This design comes from an exercise in tuning for a short achievable clock period and few clock cycles on the open sky130 flow, not from production work. RTL that was checked went through simulation tests only; none was proved equivalent to the original. The flow treats the clock pin as an ideal source, which a real chip does not have. Power and IR drop assume default switching activity.

Setup of rev 12:
// ARMLEG
module ARMLEG (
	input CLOCK,
	input RESET,
	output [63:0] imem_addr,
	input [31:0] imem_data,
	output [63:0] dmem_addr,
	output [63:0] dmem_wdata,
	output dmem_we,
	output dmem_re,
	input [63:0] dmem_rdata
);
Size: roughly 160000 µm² of cells after synthesis.
clock: 8.0 ns
lec_check: 0
cap_margin: 20
core_margin: 2
core_utilization: 30
gpl_timing_driven: 1
setup_slack_margin: 5
slew_margin: 20
synth_hierarchical: 1
standard.sh (not shown) runs the stock make flow with config.mk's settings and CLKGATE_MAP_FILE= SYNTH_SCRIPT=/design/flow/synth_recipe.tcl, a recipe that flattens the netlist after the stock synthesis.
==> flow/flow/run.sh <==
#!/bin/bash
# Layout flow: the standard synthesis, unchanged, then the standard ORFS
# steps with these settings changed:
#  - ports are buffered with a plain buffer (by default the port buffering
#    picks a delay cell, which the footprint-bound sizing then mostly keeps);
#  - the resizer may swap a cell for one of the same function with another
#    footprint;
#  - CTS ends with a second timing repair pass (flow/extra_repair.tcl).
# Each step's output is kept in a log of its own here.
set -euo pipefail
bash standard.sh synth > synth.log 2>&1
bash standard.sh "BUFFER_PORTS_ARGS=-buffer_cell sky130_fd_sc_hd__buf_6" MATCH_CELL_FOOTPRINT=0 \
	"POST_CTS_TCL=$PWD/flow/extra_repair.tcl" finish > layout.log 2>&1
==> flow/flow/extra_repair.tcl <==
# A second timing repair pass at the end of CTS (the first one, ORFS's own,
# often stops with paths it could still improve), then legalize again.
estimate_parasitics -placement
repair_timing_helper
set result [catch { detailed_placement } msg]
if { $result != 0 } {
  error "Detailed placement failed after the extra repair: $msg"
}
check_placement -verbose
estimate_parasitics -placement
report_worst_slack -max
Modified inputs, rev 13 compared to rev 12
--- a/flow/design.v
+++ b/flow/design.v
@@ -561,31 +561,33 @@
 	wire f_w2a = w_wr & (w_rd == f_rn);
 	wire f_xb = dwr & (d_rd == f_rb);
 	wire f_wb = x_wr & (x_rd == f_rb);
 	wire f_w2b = w_wr & (w_rd == f_rb);
 	reg [7:0] btb_v;
 	reg [9:0] btb_key [0:7];
 	reg [9:0] btb_tg [0:7];
 	reg [2:0] btb_next;
 	wire [9:0] pc_prev = pc - 10'd1;    
+	reg ins_v;
+	reg [9:0] ins_key, ins_tgt;
 	reg btb_hit, btb_known;
 	reg [9:0] btb_t;
 	integer bi;
 	always @(*) begin
 		btb_hit = 1'b0;
 		btb_known = 1'b0;
 		btb_t = 10'b0;
 		for (bi = 0; bi < 8; bi = bi + 1) begin
 			if (btb_v[bi] && btb_key[bi] == pc) begin
 				btb_hit = 1'b1;
 				btb_t = btb_t | btb_tg[bi];
 			end
-			if (btb_v[bi] && btb_key[bi] == pc_prev)
+			if (btb_v[bi] && btb_key[bi] == ins_key)
 				btb_known = 1'b1;
 		end
 	end
 	wire [9:0] f_tgtB;
 	wire c_t0, c_ta, c_tb, stall, f_cbzD, f_cbzW, f_cbzL;
 	wire [9:0] q_t, q_nt, f_tgtC, pc_next;
 	wire dv_next;
 	ControlUnit fctl (.inst(inst), .pc(pc), .dwr(dwr), .d_rd(d_rd), .d_zok(d_zok),
 		.x_wr(x_wr), .x_rd(x_rd), .w_wr(w_wr), .w_rd(w_rd), .w_z(w_z), .zf(zf),
@@ -606,24 +608,27 @@
 	wire [9:0] pc_d = pc_next;    
 	EXMEM re_copy (.CLOCK(CLOCK), .d(x_ld_next), .q(x_re));
 	EXMEM we_copy (.CLOCK(CLOCK), .d(x_st_next), .q(x_we));
 	IFID pc_copy (.CLOCK(CLOCK), .d(pc_d), .q(pc_out));
 	always @(posedge CLOCK) begin
 		pc <= pc_d;
 		if (RESET) begin
 			btb_v <= 8'b0;
 			btb_next <= 3'd0;
-		end else if (f_fold && !btb_known) begin
+		end else if (ins_v && !btb_known) begin
 			btb_v[btb_next] <= 1'b1;
-			btb_key[btb_next] <= pc_prev;
-			btb_tg[btb_next] <= f_fold_tgt;
+			btb_key[btb_next] <= ins_key;
+			btb_tg[btb_next] <= ins_tgt;
 			btb_next <= btb_next + 3'd1;
 		end
+		ins_v <= ~RESET & f_fold;
+		ins_key <= pc_prev;
+		ins_tgt <= f_fold_tgt;
 		d_valid <= ~RESET & dv_next;
 		d_isLD <= f_isLD;
 		d_isST <= f_isST;
 		d_add <= f_isADD | f_isSUB;
 		d_sub <= f_isSUB;
 		d_and <= f_isAND;
 		d_orr <= f_isORR;
 		d_cbz <= f_cbzD;
 		d_cbzW <= f_cbzW;
| register clock-pin slew on the reported worst setup and hold paths | rev 12 vs rev 13 | ≈ equal |. Combinational power delta for rev 13 relative to rev 12: 2.8% lower. Looking at cell count across rev 13 and rev 12, the one that comes out higher is rev 12. Rev 13: clock power share is 0.5 points higher than what rev 12 reported. In the tables for rev 13 and rev 12, number of clock buffers in the layout reads higher with rev 13. Rev 13 ended up with x_addr[48] as its first element of the critical path; rev 12 ended up with pc[3]. Rev 13 against rev 12: maximum resistive drop on vdd picked up an extra 12%, design area lost 2200 µm², cell-internal power picked up an extra about 0.6%, post-layout minimum cycle time lost 0.16 ns. For worst hold slack, rev 13 and rev 12 come out practically identical.
Testbench counts of rev 13, summed over its fixed seeds: cycles 113,600.
The RTL of rev 12 was laid out without a check of its function.

---

Another version of the RTL of ARMLEG (not shown whole).
For scale: roughly 15,000 cells after synthesis, roughly 150,000 um2 of cells after synthesis.
==> module RegisterModule, before the edit <==
module RegisterModule (
	input [31*64-1:0] regs,
	input [4:0] sel,
	output [63:0] q
);
	wire [4:0] seln;
	genvar i, k;
	generate
		for (i = 0; i < 5; i = i + 1) begin : t1
			Inv c (sel[i], seln[i]);
		end
		for (k = 0; k < 8; k = k + 1) begin : s
			wire [4:0] sk;
			for (i = 0; i < 5; i = i + 1) begin : t2
				Inv c (seln[i], sk[i]);
			end
			wire [31*8-1:0] slice;
			for (i = 0; i < 31; i = i + 1) begin : r
				assign slice[i*8 +: 8] = regs[i*64 + k*8 +: 8];
			end
			RegisterMux m (.regs(slice), .sel(sk), .q(q[k*8 +: 8]));
		end
	endgenerate
endmodule
==> module RegisterMux, before the edit <==
module RegisterMux (
	input [31*8-1:0] regs,
	input [4:0] sel,
	output [7:0] q
);
	wire [7:0] e [0:31];
	genvar i;
	generate
		for (i = 0; i < 31; i = i + 1) begin : ent
			assign e[i] = regs[i*8 +: 8];
		end
	endgenerate
	assign e[31] = 8'b0;
	wire [7:0] m1 [0:7];
	wire [7:0] m2 [0:1];
	generate
		for (i = 0; i < 8; i = i + 1) begin : l1
			assign m1[i] = sel[1] ? (sel[0] ? e[4*i+3] : e[4*i+2]) : (sel[0] ? e[4*i+1] : e[4*i]);
		end
		for (i = 0; i < 2; i = i + 1) begin : l2
			assign m2[i] = sel[3] ? (sel[2] ? m1[4*i+3] : m1[4*i+2]) : (sel[2] ? m1[4*i+1] : m1[4*i]);
		end
	endgenerate
	assign q = sel[4] ? m2[1] : m2[0];
endmodule
==> module Inv, before the edit <==
module Inv (input a, output y);
	assign y = ~a;
endmodule
==> flow/config.mk <==
export PLATFORM = sky130hd
export DESIGN_NAME = ARMLEG
export DESIGN_NICKNAME = ARMLEG
export VERILOG_FILES = /design/flow/design.v
export SDC_FILE = /design/flow/constraint.sdc
export NUM_CORES = 8
export LEC_CHECK = 0
export CAP_MARGIN = 20
export CORE_MARGIN = 2
export CORE_UTILIZATION = 30
export GPL_TIMING_DRIVEN = 1
export SETUP_SLACK_MARGIN = 5
export SLEW_MARGIN = 20
export SYNTH_HIERARCHICAL = 1
==> flow/constraint.sdc <==
create_clock -name core_clock -period 8.0 [get_ports {CLOCK}]
set_input_delay 1.6000 -clock core_clock [delete_from_list [all_inputs] [get_ports {CLOCK}]]
set_output_delay 1.6000 -clock core_clock [all_outputs]
set_load 0.01 [all_outputs]
Scripts as last shown in full above: flow/flow/run.sh, flow/flow/extra_repair.tcl
The starting point finished clean.
Then changed:
--- a/flow/design.v
+++ b/flow/design.v
@@ -305,44 +305,20 @@
 module RegisterModule (
 	input [31*64-1:0] regs,
 	input [4:0] sel,
 	output [63:0] q
 );
-	wire [4:0] seln;
-	genvar i, k;
-	generate
-		for (i = 0; i < 5; i = i + 1) begin : t1
-			Inv c (sel[i], seln[i]);
-		end
-		for (k = 0; k < 8; k = k + 1) begin : s
-			wire [4:0] sk;
-			for (i = 0; i < 5; i = i + 1) begin : t2
-				Inv c (seln[i], sk[i]);
-			end
-			wire [31*8-1:0] slice;
-			for (i = 0; i < 31; i = i + 1) begin : r
-				assign slice[i*8 +: 8] = regs[i*64 + k*8 +: 8];
-			end
-			RegisterMux m (.regs(slice), .sel(sk), .q(q[k*8 +: 8]));
-		end
-	endgenerate
-endmodule
-module RegisterMux (
-	input [31*8-1:0] regs,
-	input [4:0] sel,
-	output [7:0] q
-);
-	wire [7:0] e [0:31];
+	wire [63:0] e [0:31];
 	genvar i;
 	generate
 		for (i = 0; i < 31; i = i + 1) begin : ent
-			assign e[i] = regs[i*8 +: 8];
+			assign e[i] = regs[i*64 +: 64];
 		end
 	endgenerate
-	assign e[31] = 8'b0;
-	wire [7:0] m1 [0:7];
-	wire [7:0] m2 [0:1];
+	assign e[31] = 64'b0;
+	wire [63:0] m1 [0:7];
+	wire [63:0] m2 [0:1];
 	generate
 		for (i = 0; i < 8; i = i + 1) begin : l1
 			assign m1[i] = sel[1] ? (sel[0] ? e[4*i+3] : e[4*i+2]) : (sel[0] ? e[4*i+1] : e[4*i]);
 		end
 		for (i = 0; i < 2; i = i + 1) begin : l2
@@ -387,13 +363,10 @@
 	assign y = a & b & c & d;
 endmodule
 module Nor2 (input a, input b, output y);
 	assign y = ~(a | b);
 endmodule
-module Inv (input a, output y);
-	assign y = ~a;
-endmodule
 module SignExtend (
 	input [63:0] v,
 	output nz
 );
 	wire [31:0] l1;
After rerunning: Wire length increases by 7.4%. Setup slack improves by 0.031 ns. Hold slack stays flat. Combinational power increases by 3.5%. Cell count decreases by 1.4%. Sequential cell count does not change. Fmax increases by 0.99%. Design area decreases by 1.3%. Die area decreases by 1.3%.
Testbench counts after the change, summed over its fixed seeds: cycles 121,605.
The RTL of the first run of this note was laid out without a check of its function.

---

Another version of the RTL of ARMLEG (not shown whole).
Size: about 160000 um2 of cells after synthesis.
clock: 8.0 ns
lec_check: 0
cap_margin: 20
core_margin: 2
core_utilization: 30
gpl_timing_driven: 1
setup_slack_margin: 5
slew_margin: 20
synth_hierarchical: 1
Scripts as last shown in full above: flow/flow/run.sh, flow/flow/extra_repair.tcl
Testbench counts at the start, summed over its fixed seeds: cycles 115,668.
Then changed:
--- a/flow/design.v
+++ b/flow/design.v
@@ -553,76 +553,59 @@
 		end
 	endgenerate
 	wire [63:0] f_vn, f_vb;
 	RegisterModule rd_n (.regs(rf_flat), .sel(f_rn), .q(f_vn));
 	RegisterModule rd_b (.regs(rf_flat), .sel(f_rb), .q(f_vb));
 	wire dwr = d_valid & d_wr;
 	wire f_xa = dwr & (d_rd == f_rn);
 	wire f_wa = x_wr & (x_rd == f_rn);
 	wire f_w2a = w_wr & (w_rd == f_rn);
 	wire f_xb = dwr & (d_rd == f_rb);
 	wire f_wb = x_wr & (x_rd == f_rb);
 	wire f_w2b = w_wr & (w_rd == f_rb);
-	reg [3:0] btb_v;
-	reg [9:0] btb_key [0:3];
-	reg [9:0] btb_tg [0:3];
-	reg [1:0] btb_next;
-	wire [9:0] pc_prev = pc - 10'd1;    
-	reg btb_hit, btb_known;
-	reg [9:0] btb_t;
-	integer bi;
-	always @(*) begin
-		btb_hit = 1'b0;
-		btb_known = 1'b0;
-		btb_t = 10'b0;
-		for (bi = 0; bi < 4; bi = bi + 1) begin
-			if (btb_v[bi] && btb_key[bi] == pc) begin
-				btb_hit = 1'b1;
-				btb_t = btb_t | btb_tg[bi];
-			end
-			if (btb_v[bi] && btb_key[bi] == pc_prev)
-				btb_known = 1'b1;
-		end
-	end
+	reg [15:0] btb_v;
+	reg [5:0] btb_tag [0:15];
+	reg [9:0] btb_tg [0:15];
+	wire btb_hit = btb_v[pc[3:0]] & (btb_tag[pc[3:0]] == pc[9:4]);
+	wire [9:0] btb_t = btb_tg[pc[3:0]];
 	wire [9:0] f_tgtB;
+	wire [9:0] btb_key = pc - 10'd1;    
 	wire c_t0, c_ta, c_tb, stall, f_cbzD, f_cbzW, f_cbzL;
 	wire [9:0] q_t, q_nt, f_tgtC, pc_next;
 	wire dv_next;
 	ControlUnit fctl (.inst(inst), .pc(pc), .dwr(dwr), .d_rd(d_rd), .d_zok(d_zok),
 		.x_wr(x_wr), .x_rd(x_rd), .w_wr(w_wr), .w_rd(w_rd), .w_z(w_z), .zf(zf),
 		.t0(c_t0), .ta(c_ta), .tb(c_tb), .stall(stall), .cbz_d(f_cbzD),
 		.cbz_w(f_cbzW), .cbz_l(f_cbzL), .d_isLD(d_isLD), .x_isLD(x_isLD),
 		.q_t(q_t), .q_nt(q_nt), .tgt_cbz(f_tgtC),
 		.btb_hit(btb_hit), .btb_tgt(btb_t), .tgt_b(f_tgtB));
 	wire redx = x_cbzL & w_z;
 	ProgramCounterMUX pc_mux (.q_t(q_t & {10{~RESET}}), .q_nt(q_nt & {10{~RESET}}), .d_tgt(d_tgt & {10{~RESET}}), .t0(c_t0), .ta(c_ta), .tb(c_tb),
 		.x_tgt(x_tgt & {10{~RESET}}),
 		.r1(d_valid & d_cbz), .r2(d_valid & d_cbzW & w_z), .rx(redx), .stall(stall), .d_zv(d_zv), .x_zalu(x_zalu),
 		.pc_next(pc_next), .d_valid_next(dv_next));
 	wire x_ld_next = ~RESET & d_valid & ~redx & d_isLD;
 	wire x_st_next = ~RESET & d_valid & ~redx & d_isST;
 	wire [9:0] pc_d = pc_next;    
 	EXMEM re_copy (.CLOCK(CLOCK), .d(x_ld_next), .q(x_re));
 	EXMEM we_copy (.CLOCK(CLOCK), .d(x_st_next), .q(x_we));
 	IFID pc_copy (.CLOCK(CLOCK), .d(pc_d), .q(pc_out));
 	always @(posedge CLOCK) begin
 		pc <= pc_d;
-		if (RESET) begin
-			btb_v <= 4'b0;
-			btb_next <= 2'd0;
-		end else if (f_isB && !btb_known) begin
-			btb_v[btb_next] <= 1'b1;
-			btb_key[btb_next] <= pc_prev;
-			btb_tg[btb_next] <= f_tgtB;
-			btb_next <= btb_next + 2'd1;
+		if (RESET)
+			btb_v <= 16'b0;
+		else if (f_isB) begin
+			btb_v[btb_key[3:0]] <= 1'b1;
+			btb_tag[btb_key[3:0]] <= btb_key[9:4];
+			btb_tg[btb_key[3:0]] <= f_tgtB;
 		end
 		d_valid <= ~RESET & dv_next;
 		d_isLD <= f_isLD;
 		d_isST <= f_isST;
 		d_add <= f_isADD | f_isSUB;
 		d_sub <= f_isSUB;
 		d_and <= f_isAND;
 		d_orr <= f_isORR;
 		d_cbz <= f_cbzD;
 		d_cbzW <= f_cbzW;
 		d_cbzL <= f_cbzL;
 		d_wr <= (f_isR | f_isLD) & ~f_rt31;
Worst hold slack gets better by 0.012 ns.
Power is higher by 5.9%.
Flip-flop and latch count is higher by 186.
Clock skew is higher by 0.015 ns.
Final cell count is higher by about 2%.
Global-route usage is lower by 0.84 points.
Count of clock-buffer cells in the layout is higher by 45.
Routed wire length is higher by about 0.4%.
Critical path depth is higher by 14.
The RTL of the second run of this note was laid out without a check of its function.

port drivers added, routing unchanged:
Ports are ideal in the flow. The routed layouts listed here were re-timed in OpenROAD.
Step 1 (the two cells are an assumption about what drives the block):
set clk [get_ports {CLOCK}]
set_driving_cell -lib_cell sky130_fd_sc_hd__clkbuf_16 $clk
set_driving_cell -lib_cell sky130_fd_sc_hd__buf_2 [delete_from_list [all_inputs] $clk]
Step 2 also shifts input and output timing later by t, the mid clock arrival at the registers, as if the neighbouring blocks saw the same clock.
Slacks: no drivers / after step 1 / after step 2; pairs: no drivers / after step 1.
run	t (ns)	setup WS [ns]	hold WS [ns]	worst setup path at the end
rev 12	1.085	4.517 / 4.517 / 3.573	0.344 / 0.344 / 0.344	input to register
rev 13	1.115	4.673 / 4.548 / 3.837	0.342 / 0.342 / 0.342	input to register
the first run of note 2	1.089	4.835 / 4.721 / 3.887	0.348 / 0.348 / 0.348	input to register
the second run of note 2	1.056	4.866 / 4.726 / 3.669	0.350 / 0.350 / 0.350	input to register
the first run of note 3	1.091	4.760 / 4.635 / 3.856	0.332 / 0.332 / 0.332	input to register
the second run of note 3	1.131	4.726 / 4.715 / 3.741	0.344 / 0.344 / 0.344	input to register
After both steps every run listed still meets setup and hold. For the second run of note 2, which loses most, drivers alone change the setup slack by -0.140 ns; drivers and shift together by -1.197 ns.
